This design comes from an exercise in tuning for small area, a short achievable clock period and few clock cycles on the open sky130 flow, not from production work. Only simulation tests tie the RTL to the original design; equivalence was not proved. Power figures rest on the tool's default switching activity, not on a simulated workload.

## MyDesign
module MyDesign (
  input   wire dut_run,
  output  reg  dut_busy,
  input   wire reset_b,
  input   wire clk,
  output wire        input_sram_write_enable,
  output wire [11:0] input_sram_write_addresss,
  output wire [15:0] input_sram_write_data,
  output reg  [11:0] input_sram_read_address,
  input  wire [15:0] input_sram_read_data,
  output reg         output_sram_write_enable,
  output reg  [11:0] output_sram_write_addresss,
  output reg  [15:0] output_sram_write_data,
  output wire [11:0] output_sram_read_address,
  input  wire [15:0] output_sram_read_data,
  output reg         scratchpad_sram_write_enable,
  output wire [11:0] scratchpad_sram_write_addresss,
  output wire [15:0] scratchpad_sram_write_data,
  output wire [11:0] scratchpad_sram_read_address,
  input  wire [15:0] scratchpad_sram_read_data,
  output wire        weights_sram_write_enable,
  output wire [11:0] weights_sram_write_addresss,
  output wire [15:0] weights_sram_write_data,
  output wire [11:0] weights_sram_read_address,
  input  wire [15:0] weights_sram_read_data
);
Size: about 4700 cells after synthesis, ~230 I/O pins, about 48000 um2 of cells after synthesis.
export LEC_CHECK = 0
export ABC_AREA = 1
export CAP_MARGIN = 70
export CORE_MARGIN = 2
export CORE_UTILIZATION = 60
export CTS_BUF_LIST = sky130_fd_sc_hd__clkbuf_16
export CTS_CLUSTER_DIAMETER = 80
export CTS_CLUSTER_SIZE = 16
export SLEW_MARGIN = 85
create_clock -name core_clock -period 10.0 [get_ports {clk}]
standard.sh (not shown) runs the stock make flow with config.mk's settings and CLKGATE_MAP_FILE= SYNTH_SCRIPT=/design/flow/synth_recipe.tcl, a recipe that flattens the netlist after the stock synthesis.
==> flow/flow/run.sh <==
#!/bin/bash
# Standard layout, with one netlist pass between synthesis and floorplan:
# flow/polarity.py removes inverters between full adders (a full adder is
# self-dual, so it can take its inputs in the other polarity). Registers and
# all other logic stay as the standard synthesis made them. Every port still
# gets a buffer, of a faster cell (buf_2) than the one buffer_ports picks.
set -uo pipefail
W=$PWD
R=$W/orfs/results/$FLOW_PLATFORM/MyDesign/base
LIB=$FLOW_HOME/platforms/$FLOW_PLATFORM/lib/sky130_fd_sc_hd__tt_025C_1v80.lib

bash standard.sh synth > $W/synth.log 2>&1 || { echo "synthesis failed"; exit 1; }

cp $R/1_2_yosys.v $W/1_2_yosys.standard.v
if python3 flow/polarity.py $W/1_2_yosys.standard.v $W/1_2_yosys.polarity.v "$LIB" > $W/polarity.log 2>&1; then
  # the synthesis netlist is now newer than 1_synth.odb: make rebuilds it
  cp $W/1_2_yosys.polarity.v $R/1_2_yosys.v
  echo "polarity pass applied"
else
  echo "polarity pass failed, keeping the standard netlist"
fi

bash standard.sh "BUFFER_PORTS_ARGS=-buffer_cell sky130_fd_sc_hd__buf_2" finish > $W/finish.log 2>&1 || { echo "layout failed"; exit 1; }
Other scripts of this flow, unchanged in this note and not shown: flow/flow/polarity.py
The starting point finished with timing, DRC and antenna clean.
Testbench counts at the start, summed over its fixed seeds: cycles 34,066.
Rerun with:
--- a/flow/config.mk
+++ b/flow/config.mk
@@ -7,5 +7,5 @@
 export LEC_CHECK = 0
 export ABC_AREA = 1
-export CAP_MARGIN = 70
+export CAP_MARGIN = 50
 export CORE_MARGIN = 2
 export CORE_UTILIZATION = 60
@@ -13,3 +13,4 @@
 export CTS_CLUSTER_DIAMETER = 80
 export CTS_CLUSTER_SIZE = 16
-export SLEW_MARGIN = 85
+export GPL_TIMING_DRIVEN = 1
+export SLEW_MARGIN = 70
The new run produced a clean layout.
Critical path depth decreases by 8.
Global-route usage decreases by 1.5 points.
Cell count decreases by 7.2%.
Core utilization decreases by 11 points.
Worst setup slack gets better by 0.96 ns.
Area after synthesis stays the same.
Clock-buffer cell count is unchanged.
Wire length decreases by 10%.
Hold slack barely changes.
Maximum frequency increases by 30%.
Rerun with:
--- a/flow/config.mk
+++ b/flow/config.mk
@@ -13,4 +13,4 @@
 export CTS_CLUSTER_DIAMETER = 80
 export CTS_CLUSTER_SIZE = 16
-export GPL_TIMING_DRIVEN = 1
+export PLACE_DENSITY = 0.72
 export SLEW_MARGIN = 70
- cell area hardly moves
- worst hold slack gains 0.0050 ns
- register-to-register slack hardly moves
- count of clock-buffer cells in the layout does not change
- synthesized cell count stays the same
- die area stays the same
- non-clock buffer count went down by 15
- wire length fell slightly
- setup slack gets worse by 0.040 ns
Rerun with:
--- a/flow/config.mk
+++ b/flow/config.mk
@@ -12,5 +12,4 @@
 export CTS_BUF_LIST = sky130_fd_sc_hd__clkbuf_16
 export CTS_CLUSTER_DIAMETER = 80
-export CTS_CLUSTER_SIZE = 16
-export PLACE_DENSITY = 0.72
+export CTS_CLUSTER_SIZE = 30
 export SLEW_MARGIN = 70
Result: The new run produced a clean layout; global-route usage rose by 0.76 points; core utilization is higher by 0.15 points; wire length rises by 1.4%; cell area stays flat; clock skew grows by 0.017 ns; sequential power stays flat.

port drivers added, routing unchanged:
The results above use ideal ports. As a check the final layouts listed here were re-extracted and re-timed, cells and wires unchanged. Step 1 sets driving cells, clkbuf_16 on the clock port and buf_2 on the other inputs (assumed; they add their load-dependent delay and slew). Step 2 adds t to the input delays and takes it off the output delays; t is the mean of the earliest and latest rising clock arrival at the registers after step 1. Input paths then give back, and output paths get back, about the clock's delay inside the block. a / b / c = no drivers / after step 1 / after step 2; a / b = the first two.
run | t (ns) | setup slack, ns | worst slew at a driven data input, ns | cell pins on the clock port's net
the first run | 0.719 | 5.832 / 5.881 / 5.163 | 0.04 | 1
the second run | 0.706 | 6.792 / 6.720 / 6.472 | 0.05 | 1
the third run | 0.698 | 6.751 / 6.681 / 6.411 | 0.04 | 1
the fourth run | 0.678 | 6.779 / 6.708 / 6.478 | 0.05 | 1
After both steps every run listed still meets setup and hold. For the first run, which loses most, drivers alone change the setup slack by +0.049 ns; drivers and shift together by -0.669 ns.
